Background: an optimization exercise with open tools, aiming at small area and a short achievable clock period. Do not read the settings as production practice.
Where RTL was checked, it was by simulation tests only, not by an equivalence proof against the original.

// cordic_stage
module cordic_stage (clk, reset, X_i, Y_i, Z_i, X_O, Y_O, Z_O);
  input clk;
  input reset;
  input  signed [15:0] X_i;
  input  signed [15:0] Y_i;
  input  signed [15:0] Z_i;
  output signed [15:0] X_O;
  output signed [15:0] Y_O;
  output signed [15:0] Z_O;
  reg [16*15-1:0] ws;
  reg [16*15-1:0] vs;
  reg [14:0] q;
  reg [14:0] n;
  reg signed [13:0] z1;
  reg signed [13:0] z2;
  reg signed [12:0] z3;
  reg signed [11:0] z4;
  reg signed [10:0] z5;
  reg signed [9:0]  z6;
  reg signed [8:0]  z7;
  reg signed [7:0]  z8;
  reg signed [6:0]  z9;
  reg signed [5:0]  z10;
  reg signed [4:0]  z11;
  reg signed [3:0]  z12;
  reg signed [2:0]  z13;
  reg signed [1:0]  z14;
  reg               z15;
  reg               z15c, z15i;
  reg        [2:0]  zo;
  reg [15:0] xo, yo;
  reg [1:0]  wfl, vfl;
  reg [1:0]  k0x, k0y;
  reg        c1x;
  reg [1:0]  txr, tyr;
  wire qi = Z_i[15] ^ Z_i[14];
  always @(posedge clk) begin
    ws[15:0] <= X_i ^ {16{qi}};
    vs[15:0] <= Y_i ^ {16{Z_i[15]}};
    q[0]     <= qi;
    n[0]     <= Z_i[14];
    z1       <= {~Z_i[13], Z_i[12:0]};
  end
  wire [13:0] dnext = {z14[1], z13[2], z12[3], z11[4], z10[5], z9[6], z8[7],
                       z7[8], z6[9], z5[10], z4[11], z3[12], z2[13], z1[13]};
  wire signed [13:0] z2n;
  wire signed [12:0] z3n;
  wire signed [11:0] z4n;
  wire signed [10:0] z5n;
  wire signed [9:0] z6n;
  wire signed [8:0] z7n;
  wire signed [7:0] z8n;
  wire signed [6:0] z9n;
  wire signed [5:0] z10n;
  wire signed [4:0] z11n;
  wire signed [3:0] z12n;
  wire signed [2:0] z13n;
  ...
For scale: ~4,000 cells after synthesis, ~98 I/O pins.
export LEC_CHECK = 0
export CAP_MARGIN = 20
export CORE_MARGIN = 2
export CORE_UTILIZATION = 40
export CTS_CLUSTER_DIAMETER = 100
export CTS_CLUSTER_SIZE = 22
export SETUP_SLACK_MARGIN = 1.3
export SLEW_MARGIN = 20
export SYNTH_HIERARCHICAL = 1
export SYNTH_MINIMUM_KEEP_SIZE = 0
create_clock -name core_clock -period 3.65 [get_ports {clk}]
run.sh (not shown) runs the stock make flow with config.mk's settings and CLKGATE_MAP_FILE= SYNTH_SCRIPT=/design/flow/synth_recipe.tcl, a recipe that flattens the netlist after the stock synthesis.
==> next run, changes <==
--- a/flow/design.v
+++ b/flow/design.v
@@ -53,17 +53,17 @@
   wire signed [7:0] z8n;
   wire signed [6:0] z9n;
   wire signed [5:0] z10n;
   wire signed [4:0] z11n;
   wire signed [3:0] z12n;
   wire signed [2:0] z13n;
   wire signed [1:0] z14n;
   wire z15n;
-  wire [1:0] w14f, v14f, w14t, v14t;
+  wire [1:0] w14f, v14f;
   wire [15:0] w1n, v1n;
   wire [15:0] w2n, v2n;
   wire [15:0] w3n, v3n;
   wire [15:0] w4n, v4n;
   wire [15:0] w5n, v5n;
   wire [15:0] w6n, v6n;
   wire [15:0] w7n, v7n;
   wire [15:0] w8n, v8n;
@@ -114,17 +114,17 @@
     .z({{10'd0, z12}, {9'd0, z11}}), .wo({w12n, w11n}), .vo({v12n, v11n}), .zo(zo_p5),
     .wf(), .vf());
   assign z12n = zo_p5[3:0];
   assign z13n = zo_p5[16:14];
   wire [27:0] zo_p6;
   cordic_pair #(.J0(12), .WI0(3), .WO0(2), .A0(1), .WI1(2), .WO1(1), .A1(1), .LAST1(1)) p6 (
     .w(ws[223:192]), .v(vs[223:192]), .n(n[13:12]), .q(q[13:12]),
     .z({{12'd0, z14}, {11'd0, z13}}), .wo({w14n, w13n}), .vo({v14n, v13n}), .zo(zo_p6),
-    .wf(w14f), .vf(v14f), .tx(v14t), .ty(w14t));
+    .wf(w14f), .vf(v14f));
   assign z14n = zo_p6[1:0];
   assign z15n = zo_p6[14:14];
   always @(posedge clk) begin
     ws[31:16] <= w1n;
     vs[31:16] <= v1n;
     ws[47:32] <= w2n;
     vs[47:32] <= v2n;
     ws[63:48] <= w3n;
@@ -168,35 +168,35 @@
     z14 <= z14n;
     z15 <= z15n;
     z15c <= z14[0];
     wfl <= w14f;
     vfl <= v14f;
     k0x <= {1'b0, ~dnext[13] ^ q[13]} + {1'b0, z14[0] ^ q[13]} + {1'b0, q[13]};
     k0y <= {1'b0, dnext[13] ^ q[13]} + {1'b0, ~z14[0] ^ q[13]} + {1'b0, q[13]};
     c1x <= ~dnext[13] ^ q[13];
-    txr <= v14t;       
-    tyr <= w14t;       
+    txr <= v14n[15:14] ^ {2{~dnext[13]}};
+    tyr <= w14n[15:14] ^ {2{dnext[13]}};
     z15i  <= ~z14[0];
     zo[0] <= z15;
     zo[1] <= ~z15c;
     zo[2] <= z15i;
   end
   wire [15:0] xo_n, yo_n;
   cordic_last last (.w(ws[16*14 +: 16]), .v(vs[16*14 +: 16]), .wf(wfl), .vf(vfl), .tx(txr),
                     .ty(tyr), .d15(z15), .k0x(k0x), .k0y(k0y), .c1x(c1x), .xo(xo_n), .yo(yo_n));
   always @(posedge clk) begin
     xo <= xo_n;
     yo <= yo_n;
   end
   assign X_O = xo;
   assign Y_O = yo;
   assign Z_O = {{5{zo[2]}}, {5{zo[1]}}, {6{zo[0]}}};
 endmodule
-module cordic_pair (w, v, n, q, z, wo, vo, zo, wf, vf, tx, ty);
+module cordic_pair (w, v, n, q, z, wo, vo, zo, wf, vf);
   parameter J0 = 0;
   parameter WI0 = 14;
   parameter WO0 = 14;
   parameter A0 = 0;
   parameter WI1 = 14;
   parameter WO1 = 14;
   parameter A1 = 0;
   parameter LAST1 = 0;
@@ -205,18 +205,16 @@
   input  [1:0]  n;
   input  [1:0]  q;
   input  [27:0] z;
   output [31:0] wo;
   output [31:0] vo;
   output [27:0] zo;
   output [1:0]  wf;        
   output [1:0]  vf;        
-  output [1:0]  tx;        
-  output [1:0]  ty;        
   genvar u;
   generate
     for (u = 0; u < 2; u = u + 1) begin : it
       localparam J    = J0 + u;
       localparam WI   = u ? WI1 : WI0;
       localparam WO   = u ? WO1 : WO0;
       localparam A    = u ? A1 : A0;
       localparam LAST = u ? LAST1 : 0;
@@ -278,26 +276,20 @@
       assign vs_ = step(vi, wi, 1'b0, q[u], LAST ? n[u] : n[u] ^ nn);
       assign wo[16*u +: 16] = ws_[15:0];
       assign vo[16*u +: 16] = vs_[15:0];
       wire [WI-1:0] k = A;
       wire [WI-1:0] s = zi + (nn ? k : -k);
       assign zo[14*u +: 14] = {{(14 - WO){1'b0}}, s[WO-1:0]};
       wire [1:0]    wfl = LAST ? ws_[17:16] : 2'b00;
       wire [1:0]    vfl = LAST ? vs_[17:16] : 2'b00;
-      wire [17:0]   wt_ = step(wi, vi, 1'b1, ~n[u] ^ q[u], nn);
-      wire [17:0]   vt_ = step(vi, wi, 1'b0, q[u], n[u] ^ ~nn);
-      wire [1:0]    txl = LAST ? vt_[15:14] : 2'b00;
-      wire [1:0]    tyl = LAST ? wt_[15:14] : 2'b00;
     end
   endgenerate
   assign wf = it[1].wfl;
   assign vf = it[1].vfl;
-  assign tx = it[1].txl;
-  assign ty = it[1].tyl;
 endmodule
 module cordic_step (a, b, cin, flip, o);
   parameter J = 0;
   parameter INV = 0;
   localparam L = 16 - J;
   input  [15:0] a;
   input  [15:0] b;
   input         cin;
Outcome: Wire length falls by 2.7%; first-iteration DRC count rises by 10%; hold slack gains 13 ps; synthesized area falls by 0.77%.
The RTL of the first run of this note was laid out without a check of its function.

[port drivers added, routing unchanged]
How much do the figures lean on ideal ports? The routed layouts below were timed once more, with nothing changed but the port constraints. Step 1 sets driving cells, clkbuf_16 on the clock port and buf_2 on the other inputs (assumed; they add their load-dependent delay and slew). Step 2 moves the port delays by t, midway between the first and last clock arrival at a register: inputs arrive t later, outputs are due t later. That takes back most of the time a late clock gives input paths. a / b / c = ideal / step 1 / step 2; a / b = the first two.
run	t (ns)	setup WS [ns]	worst slew at a driven data input, ns
the first run	0.651	1.260 / 1.260 / 1.260	0.04
the second run	0.645	1.300 / 1.300 / 1.299	0.10
After both steps setup and hold are still met in every run listed. For the second run, which loses most, drivers alone change the setup slack by 0.000 ns; drivers and shift together by -0.001 ns.
